This is an optimization exercise on Yosys and OpenROAD, whose aim is small area and a short achievable clock period, not a production implementation. Function was checked by simulation only, so behaviour that the tests miss may differ from the original.

==> flow/design.v, too long to show whole: its modules and the start of the top module <==
// module sisaFIR: 3637 lines
// module fir_fa: 4 lines
// module fir_aoi21: 3 lines
// module fir_oai21: 3 lines
// module fir_nand2: 3 lines
// module fir_nor2: 3 lines
// module fir_ha: 4 lines
module sisaFIR(
  input         clock,
  input         reset,
  input  [63:0] io_in,
  output [63:0] io_out
);
  // ...
==> flow/flow/run.sh <==
#!/bin/bash
# Standard ORFS layout (the standard.sh) with two changes to how it is made:
# timing repair aims at a setup slack of SETUP_SLACK_MARGIN ns instead of 0,
# and the port buffers are buf_2 cells, which repair may resize.
set -e
bash standard.sh SETUP_SLACK_MARGIN=7.5 BUFFER_PORTS_ARGS="-buffer_cell sky130_fd_sc_hd__buf_2" finish > standard.log 2>&1
==> flow/standard.sh <==
#!/bin/bash
# synth_recipe.tcl (not shown) runs the flow's synth.tcl, then flattens the netlist and writes it again
# the make line also repeats each setting of config.mk as NAME=value (left out here)
make -C /OpenROAD-flow-scripts/flow DESIGN_CONFIG=/design/flow/config.mk WORK_HOME=/design/flow/orfs CLKGATE_MAP_FILE= SYNTH_SCRIPT=/design/flow/synth_recipe.tcl "${@:-finish}"
==> flow/config.mk <==
export PLATFORM = sky130hd
export DESIGN_NAME = sisaFIR
export DESIGN_NICKNAME = sisaFIR
export VERILOG_FILES = /design/flow/design.v
export SDC_FILE = /design/flow/constraint.sdc
export NUM_CORES = 4
export LEC_CHECK = 0
export CAP_MARGIN = 20
export CORE_MARGIN = 2
export CORE_UTILIZATION = 65
export CTS_BUF_LIST = sky130_fd_sc_hd__clkbuf_4 sky130_fd_sc_hd__clkbuf_8
export SLEW_MARGIN = 20
export SYNTH_HIERARCHICAL = 1
export SYNTH_MINIMUM_KEEP_SIZE = 0
==> flow/constraint.sdc <==
create_clock -name core_clock -period 18.0 [get_ports {clock}]
set_input_delay 3.6000 -clock core_clock [delete_from_list [all_inputs] [get_ports {clock}]]
set_output_delay 3.6000 -clock core_clock [all_outputs]
set_load 0.01 [all_outputs]
==> flow_metrics.env, run 1 <==
export IMPL_rrSetupSlack_ps=8810
export IMPL_grt_pass1_wl_mm=127
export IMPL_layout_commonest_cell="fa_1"
export IMPL_use_met2_pct=46.2
export IMPL_min_from="z6[63]$_DFF_P_"
export IMPL_cp_start_kind="input port"
export IMPL_cp_endpoint="io_out[49]"
export IMPL_flops_and_latches=576
export IMPL_final_cell_mix="978 x fa_1, 576 x dfxtp_1, 192 x a21oi_2, 181 x ha_1, 161 x inv_1"
export IMPL_rr_worst_depth=26
export IMPL_port_buffer_count=128
export IMPL_cp_required_ps=14400
export IMPL_max_freq_mhz=96.7
export IMPL_multiInputGateArea_um2=25800
export IMPL_period_share_pct=57.4
export IMPL_synth_area_um2=38400
export IMPL_cts_buffers=91
export IMPL_nClkBuffers=126
export IMPL_area_growth_pct=7.94
export IMPL_cts_resized=2
export IMPL_async_flop_share_pct=0
export IMPL_status="no timing/DRC/antenna violations"
export IMPL_n_all_buffers=128
export IMPL_grt_busiest_layer="met2"
==> inputs of run 2 (changes only) <==
--- a/flow/config.mk
+++ b/flow/config.mk
@@ -8,6 +8,8 @@
 export CAP_MARGIN = 20
 export CORE_MARGIN = 2
-export CORE_UTILIZATION = 65
+export CORE_UTILIZATION = 75
 export CTS_BUF_LIST = sky130_fd_sc_hd__clkbuf_4 sky130_fd_sc_hd__clkbuf_8
+export CTS_CLUSTER_DIAMETER = 60
+export CTS_CLUSTER_SIZE = 16
 export SLEW_MARGIN = 20
 export SYNTH_HIERARCHICAL = 1
==> run 2 against run 1 <==
  * Flip-flop and latch count is the same
  * Synthesized cell count is the same
  * Synthesized area is the same
  * Final area shrank 2.8%
  * Sequential share of layout area grew 0.81 points
  * Count of clock-buffer cells in the layout shrank 76
  * Largest cell class unchanged
==> flow_metrics.env, run 2 <==
export IMPL_syn_area_per_cell_um2=15.0
export IMPL_period_share_pct=57.2
export IMPL_crit_path_end_kind="primary output"
export IMPL_wl_mm=84.5
export IMPL_yosysWarnings=7
export IMPL_via_per_inst=5.86
export IMPL_met1_usage_pct=45.0
export IMPL_synth_area_leaders="fa_1 51%, dfxtp_1 30%, ha_1 5.9%"
export IMPL_gr_usage_met3_pct=6.37
export IMPL_fp_dieArea_um2=53100
export IMPL_synth_common_cells="978 x fa_1, 576 x dfxtp_1, 192 x a21oi_2"
export IMPL_hp_class="flip-flop to flip-flop"
export IMPL_rows=82
export IMPL_synthDistinctLibCells=11
export IMPL_drive_gt1_share_pct=14.5
export IMPL_drtAntennaViolNets=0
export IMPL_clkTransAtPathRegs_ps=100
export IMPL_wl_per_cell_um=25.1
export IMPL_core_area_um2=50400
export IMPL_overflow=0
export IMPL_status="no timing/DRC/antenna violations"
export IMPL_cp_start_kind="input port"
export IMPL_synth_most_common_cell="fa_1"
export IMPL_postCtsSetupBuffers=0
export IMPL_dp_hpwl_mm=73.8
export IMPL_setup_tns_ps=0
export IMPL_max_stage_delay_ps=470
export IMPL_slew_viol_final=0
export IMPL_period_needed_ps=10300
export IMPL_layout_commonest_cell="fa_1"
export IMPL_vias=19700
export IMPL_clk_path_buf_depth=3
export IMPL_rsz0062_at_grt="false"
export IMPL_tightest_slew_ps=706
export IMPL_yosys_area_top_type_share_pct=50.9
export IMPL_die_h_um=230
export IMPL_area_growth_pct=4.88
export IMPL_synth_area_um2=38400
export IMPL_synth_edf_count=0
export IMPL_worstPathCellList="buf_2 > fa_1 > ha_1 > nand2_1 > nor2_1 > nand2_1 > o21ai_1 > inv_1 > o21ai_1 > a21oi_2 > xnor2_1 > buf_2"
export IMPL_max_freq_mhz=97.0
export IMPL_clk_latency_ps=700
export IMPL_worstPathArrival_ps=6700
export IMPL_final_cell_mix="978 x fa_1, 576 x dfxtp_1, 192 x a21oi_2, 181 x ha_1, 161 x inv_1"
export IMPL_async_flop_share_pct=0
export IMPL_grt_max_degree=17
export IMPL_place_gp_congestion=0.935
export IMPL_cts_tree="built"
export IMPL_nets=3901
export IMPL_fillers=2633
export IMPL_syn_num_nets=3787
export IMPL_critPathKind="input port to primary output"
export IMPL_cp_required_ps=14400
export IMPL_port_buffer_count=128
export IMPL_setup_viol=0
export IMPL_grt_pass1_vias=24200
export IMPL_hold_viol=0
export IMPL_ys_seq_elements=576
export IMPL_synth_top_area_cell="fa_1"
export IMPL_grt_use_total_pct=34.5
export IMPL_cts_sink_count=576
export IMPL_drt_iter0_markers=1112
export IMPL_ys_flop_type="dfxtp_1"
export IMPL_grt_pass1_wl_mm=135
export IMPL_clock_skew_ps=45.4
export IMPL_critPathMaxFanout=5
export IMPL_htree_levels=2
export IMPL_use_met2_pct=58.6
export IMPL_die_w_um=230
export IMPL_antenna_found_initial=3
export IMPL_cts_buffers=48
export IMPL_cts_root_buf="clkbuf_8"
export IMPL_dr_pass1_iters=5
export IMPL_drc=0
export IMPL_start_util_pct=76.3
export IMPL_cap_violations=0
export IMPL_ys_seq_area_share_pct=30.0
export IMPL_pin_count=130
export IMPL_worst_path_max_delay_cell="fa_1"
export IMPL_grt_busiest_layer="met2"
export IMPL_synth_cells=2562
export IMPL_slew_limit_headroom_pct=52.6
[run 2: cell counts after synthesis]
No cell type changed its count.
[run 2: repair_timing]
item / in CTS / in global routing
hold endpoints to repair: 0 / 0
setup endpoints to repair: 4 / 4
hold buffers: 0 / 0
gates resized for setup: 2 / 2
[run 2: worst paths after layout]
path	from	endpoint	slack [ps]	cells after the start
max reg2reg	z2[0]$_DFF_P_	t[63]$_DFF_P_	8600	26
max	io_in[9]	io_out[47]	7700	12
min	z2[63]$_DFF_P_	z3[63]$_DFF_P_	340	0
min reg2reg	z2[63]$_DFF_P_	z3[63]$_DFF_P_	340	0
[run 2: per-layer routing]
metal,share of wire (%),wire [um],up-vias
met5,0,0,-
met3,6.0,5070,209
met2,52,43600,738
met4,4.1,3470,0
li1,-,-,8237
met1,38,32400,10600
[run 2: final cells by class]
| type | instances | area, um2 | area share, % |
|---|---|---|---|
| tap | 672 | 841 | 2.09 |
| multi-input combinational | 1761 | 25800 | 64.1 |
| antenna | 3 | 7.51 | 0.0186 |
| timing repair buffer | 128 | 641 | 1.59 |
| clock buffer | 50 | 688 | 1.71 |
| sequential | 576 | 11500 | 28.6 |
| clock inverter | 16 | 164 | 0.407 |
| inverter | 161 | 604 | 1.50 |
[run 2: metrics by stage]
step	setup WS [ps]	instance area (um2)	instances	hold slack [ps]	utilization, %
final	7700	40300	3367	340	80.0
after floorplan	8480	38400	2562	310	-
after global placement	7410	39400	3298	314	78.3
after CTS	7650	40300	3364	338	80.0
after detailed placement	7400	39400	3298	315	78.3
after global routing	7560	40300	3367	345	80.0
[run 2: cell families (layout without fill, tap and decap cells)]
| logic type | Yosys count | after routing | share of synthesized area (%) |
|---|---|---|---|
| buffers and inverters | 225 | 355 | 2.82 |
| and+or+nand+nor | 176 | 176 | 1.72 |
| other | 0 | 3 | 0 |
| AOI/OAI and AO/OA | 300 | 300 | 5.78 |
| adders and majority gates | 1159 | 1159 | 56.8 |
| DFF | 576 | 576 | 30.0 |
| xor gates and xnor gates | 126 | 126 | 2.87 |
[run 2: modules after synthesis, one instance, submodules excluded]
module     flip-flops and latches  cells
fir_aoi21                       0      1
fir_fa                          0      1
fir_ha                          0      1
fir_nand2                       0      1
fir_nor2                        0      1
fir_oai21                       0      1
sisaFIR                       576    927
[run 2: worst max-delay path, delay by kind of cell]
| family | cells | cell delay, ps |
|---|---|---|
| buffers and inverters | 3 | 530 |
| AOI/OAI and AO/OA | 3 | 890 |
| and+or+nand+nor | 3 | 450 |
| adders and majority gates | 2 | 840 |
| xor gates and xnor gates | 1 | 380 |
==> inputs of run 3 (changes only) <==
==> flow/flow/run.sh (replaced) <==
#!/bin/bash
# Standard ORFS layout (the standard.sh) with two changes to how it is made:
# timing repair aims at a setup slack of SETUP_SLACK_MARGIN ns instead of 0,
# and the port buffers are buf_2 cells, which repair may resize.
set -e
bash standard.sh SETUP_SLACK_MARGIN=8.5 BUFFER_PORTS_ARGS="-buffer_cell sky130_fd_sc_hd__buf_2" finish > standard.log 2>&1
--- a/flow/config.mk
+++ b/flow/config.mk
@@ -8,8 +8,6 @@
 export CAP_MARGIN = 20
 export CORE_MARGIN = 2
-export CORE_UTILIZATION = 75
+export CORE_UTILIZATION = 65
 export CTS_BUF_LIST = sky130_fd_sc_hd__clkbuf_4 sky130_fd_sc_hd__clkbuf_8
-export CTS_CLUSTER_DIAMETER = 60
-export CTS_CLUSTER_SIZE = 16
 export SLEW_MARGIN = 20
 export SYNTH_HIERARCHICAL = 1
==> run 3 against run 2 <==
  * Highest routed layer unchanged
  * Sequential share of layout area is 3.5 points lower
  * Still clean
  * First-iteration DRC count is 29% lower
  * Final area up 14%
==> flow_metrics.env, run 3 <==
export IMPL_status="no timing/DRC/antenna violations"
export IMPL_worstPathArrival_ps=6240
export IMPL_port_buffer_count=128
export IMPL_grt_pass1_wl_mm=134
export IMPL_pin_count=130
export IMPL_critPathKind="input port to primary output"
export IMPL_slew_limit_headroom_pct=66.3
export IMPL_ctsHoldBuffers=0
export IMPL_wl_met2_mm=43.3
export IMPL_cts_root_buf="clkbuf_8"
export IMPL_clk_path_buf_depth=3
export IMPL_ys_seq_area_share_pct=30.0
export IMPL_rows=89
export IMPL_cp_required_ps=14400
export IMPL_hold_viol=0
export IMPL_die_h_um=247
export IMPL_slew_viol_final=0
export IMPL_multiInputGateArea_um2=28700
export IMPL_tightest_slew_ps=505
export IMPL_nets=4049
export IMPL_area_growth_pct=19.3
export IMPL_dp_hpwl_mm=67.6
export IMPL_vias=20100
export IMPL_synth_edf_count=0
export IMPL_drc=0
export IMPL_synth_area_leaders="fa_1 51%, dfxtp_1 30%, ha_1 5.9%"
export IMPL_grt_pass1_vias=24200
export IMPL_cts_buffers=92
export IMPL_drive_gt1_share_pct=30.4
export IMPL_layout_commonest_cell="fa_1"
export IMPL_cts_sink_count=576
export IMPL_cpMostUsedCell="o21ai_4"
export IMPL_worst_path_max_delay_cell="fa_1"
export IMPL_worstPathCellList="buf_12 > fa_1 > ha_4 > nand2_8 > nor2_4 > a21oi_4 > buf_4 > o21ai_4 > buf_6 > inv_2 > o21ai_4 > a21oi_2 > xnor2_2 > buf_2"
export IMPL_place_gp_congestion=0.923
export IMPL_rsz0062_at_grt="true"
export IMPL_worst_path_buf_inv=5
export IMPL_antenna_found_initial=2
export IMPL_dr_pass1_iters=6
export IMPL_die_w_um=247
export IMPL_syn_area_per_cell_um2=15.0
export IMPL_dr_max_layer_used="met4"
export IMPL_yosysWarnings=7
export IMPL_wl_mm=86.1
export IMPL_yosys_area_top_type_share_pct=50.9
export IMPL_syn_num_nets=3787
export IMPL_async_flop_share_pct=0
export IMPL_core_area_um2=58800
export IMPL_wl_met3_mm=4.06
export IMPL_setup_tns_ps=0
export IMPL_hp_class="flip-flop to flip-flop"
export IMPL_wl_per_cell_um=23.4
export IMPL_cts_tree="built"
export IMPL_final_cells=3673
export IMPL_synth_area_um2=38400
export IMPL_drt_iter0_markers=788
export IMPL_period_share_pct=54.6
export IMPL_start_util_pct=65.4
export IMPL_place_inst=3399
export IMPL_clk_latency_ps=710
export IMPL_critPathTopFamily="adder cells"
export IMPL_grt_use_total_pct=29.5
export IMPL_fillers=3395
export IMPL_setup_viol=0
export IMPL_synth_top_area_cell="fa_1"
export IMPL_ys_flop_type="dfxtp_1"
export IMPL_grt_max_degree=14
export IMPL_via_per_inst=5.46
export IMPL_cp_start_kind="input port"
export IMPL_overflow=0
export IMPL_cap_violations=0
export IMPL_synthDistinctLibCells=11
export IMPL_drtAntennaViolNets=0
export IMPL_synth_most_common_cell="fa_1"
export IMPL_period_needed_ps=9840
export IMPL_clkTransAtPathRegs_ps=60
export IMPL_fin_area_um2=45900
export IMPL_synth_common_cells="978 x fa_1, 576 x dfxtp_1, 192 x a21oi_2"
export IMPL_max_freq_mhz=102
export IMPL_final_cell_mix="974 x fa_1, 576 x dfxtp_1, 146 x inv_1, 136 x a21oi_2, 124 x ha_1"
export IMPL_htree_levels=3
export IMPL_register_area_um2=11500
export IMPL_synth_cells=2562
export IMPL_clock_skew_ps=32.8
export IMPL_critPathMaxFanout=3
export IMPL_met1_length_mm=35.5
export IMPL_crit_path_end_kind="primary output"
export IMPL_max_stage_delay_ps=530
export IMPL_place_area_um2=39600
export IMPL_fp_dieArea_um2=61100
export IMPL_ys_seq_elements=576
==> run 3: cell counts after synthesis <==
No cell type changed its count.
==> run 3: final cells by class <==
cell class | instances | area share [%]
Timing Repair Buffer | 232 | 4.23
Clock inverter | 33 | 0.728
Inverter | 161 | 1.32
Antenna cell | 3 | 0.0164
Clock buffer | 134 | 3.78
Multi-Input combinational cell | 1761 | 62.7
Tap cell | 773 | 2.11
Sequential cell | 576 | 25.1
==> run 3: layer usage <==
metal	vias up	GRT usage, %
met5	-	0
met4	0	10.1
met3	173	6.46
met2	486	48.1
met1	10800	39.7
li1	8574	-
==> run 3: kinds of logic after synthesis <==
kind of cell | after synthesis | share of synthesized area [%]
buf+inv | 225 | 2.82
simple gates | 176 | 1.72
xor+xnor | 126 | 2.87
flops | 576 | 30.0
compound gates | 300 | 5.78
fa+ha+maj | 1159 | 56.8
==> run 3: repair_timing <==
action | 4_1_cts | 5_1_grt
endpoints found under the hold margin | 0 | 0
pin swaps | 159 | 120
resized for setup | 495 | 131
setup buffers | 58 | 46
endpoints found under the setup margin | 54 | 56
==> run 3: stage by stage <==
stage          worst slack [ps]  hold slack [ps]  utilization [%]
2_1_floorplan              8600              310                -
5_1_grt                    8160              330             78.0
4_1_cts                    8340              329             76.0
6_report                   8160              327             78.0
3_3_place_gp               7530              316             67.3
3_5_place_dp               7530              313             67.3
==> run 3: final timing paths <==
check	start	endpoint	slack [ps]	depth (start not counted)
setup / recovery	io_in[9]	io_out[45]	8160	14
hold / removal	z5[63]$_DFF_P_	z6[63]$_DFF_P_	330	0
setup reg to reg	z3[0]$_DFF_P_	t[63]$_DFF_P_	8900	26
hold reg to reg	z5[63]$_DFF_P_	z6[63]$_DFF_P_	330	0
==> run 3: per-module statistics from Yosys, one instance, submodules excluded <==
module / flops+latches / copies in the design / cells / area, um2
fir_nand2: 0 / 108 / 1 / 3.75
fir_ha: 0 / 181 / 1 / 12.5
fir_oai21: 0 / 108 / 1 / 5.00
fir_fa: 0 / 978 / 1 / 20.0
sisaFIR: 576 / 1 / 927 / 13700
fir_nor2: 0 / 68 / 1 / 3.75
fir_aoi21: 0 / 192 / 1 / 8.76

what the ideal ports hide:
No port has a modelled driver above. Below, the same layouts with a new extraction and two added sets of constraints.
Step 1: set_driving_cell puts a clkbuf_16 on clock and a buf_2 on each other input, an assumption about the parent block.
Step 2 moves the port delays by t, midway between the first and last clock arrival at a register: inputs arrive t later, outputs are due t later. That takes back most of the time a late clock gives input paths.
Three values: ideal ports, drivers, drivers and shift; two values: the first two.
run | t, ns | setup WS [ns] | clock arrival spread, ns | worst slew at a driven data input, ns | pins driven straight from the clock port
run 1 | 0.725 | 7.663 / 7.640 / 7.640 | 0.042 / 0.042 | 0.06 | 1
run 2 | 0.732 | 7.696 / 7.662 / 7.662 | 0.045 / 0.046 | 0.07 | 1
run 3 | 0.756 | 8.165 / 8.117 / 8.117 | 0.033 / 0.033 | 0.07 | 1
After both steps setup and hold are still met in every run listed. The setup slack of run 3, which loses most, moves by -0.048 ns with the drivers and by -0.048 ns with both steps.
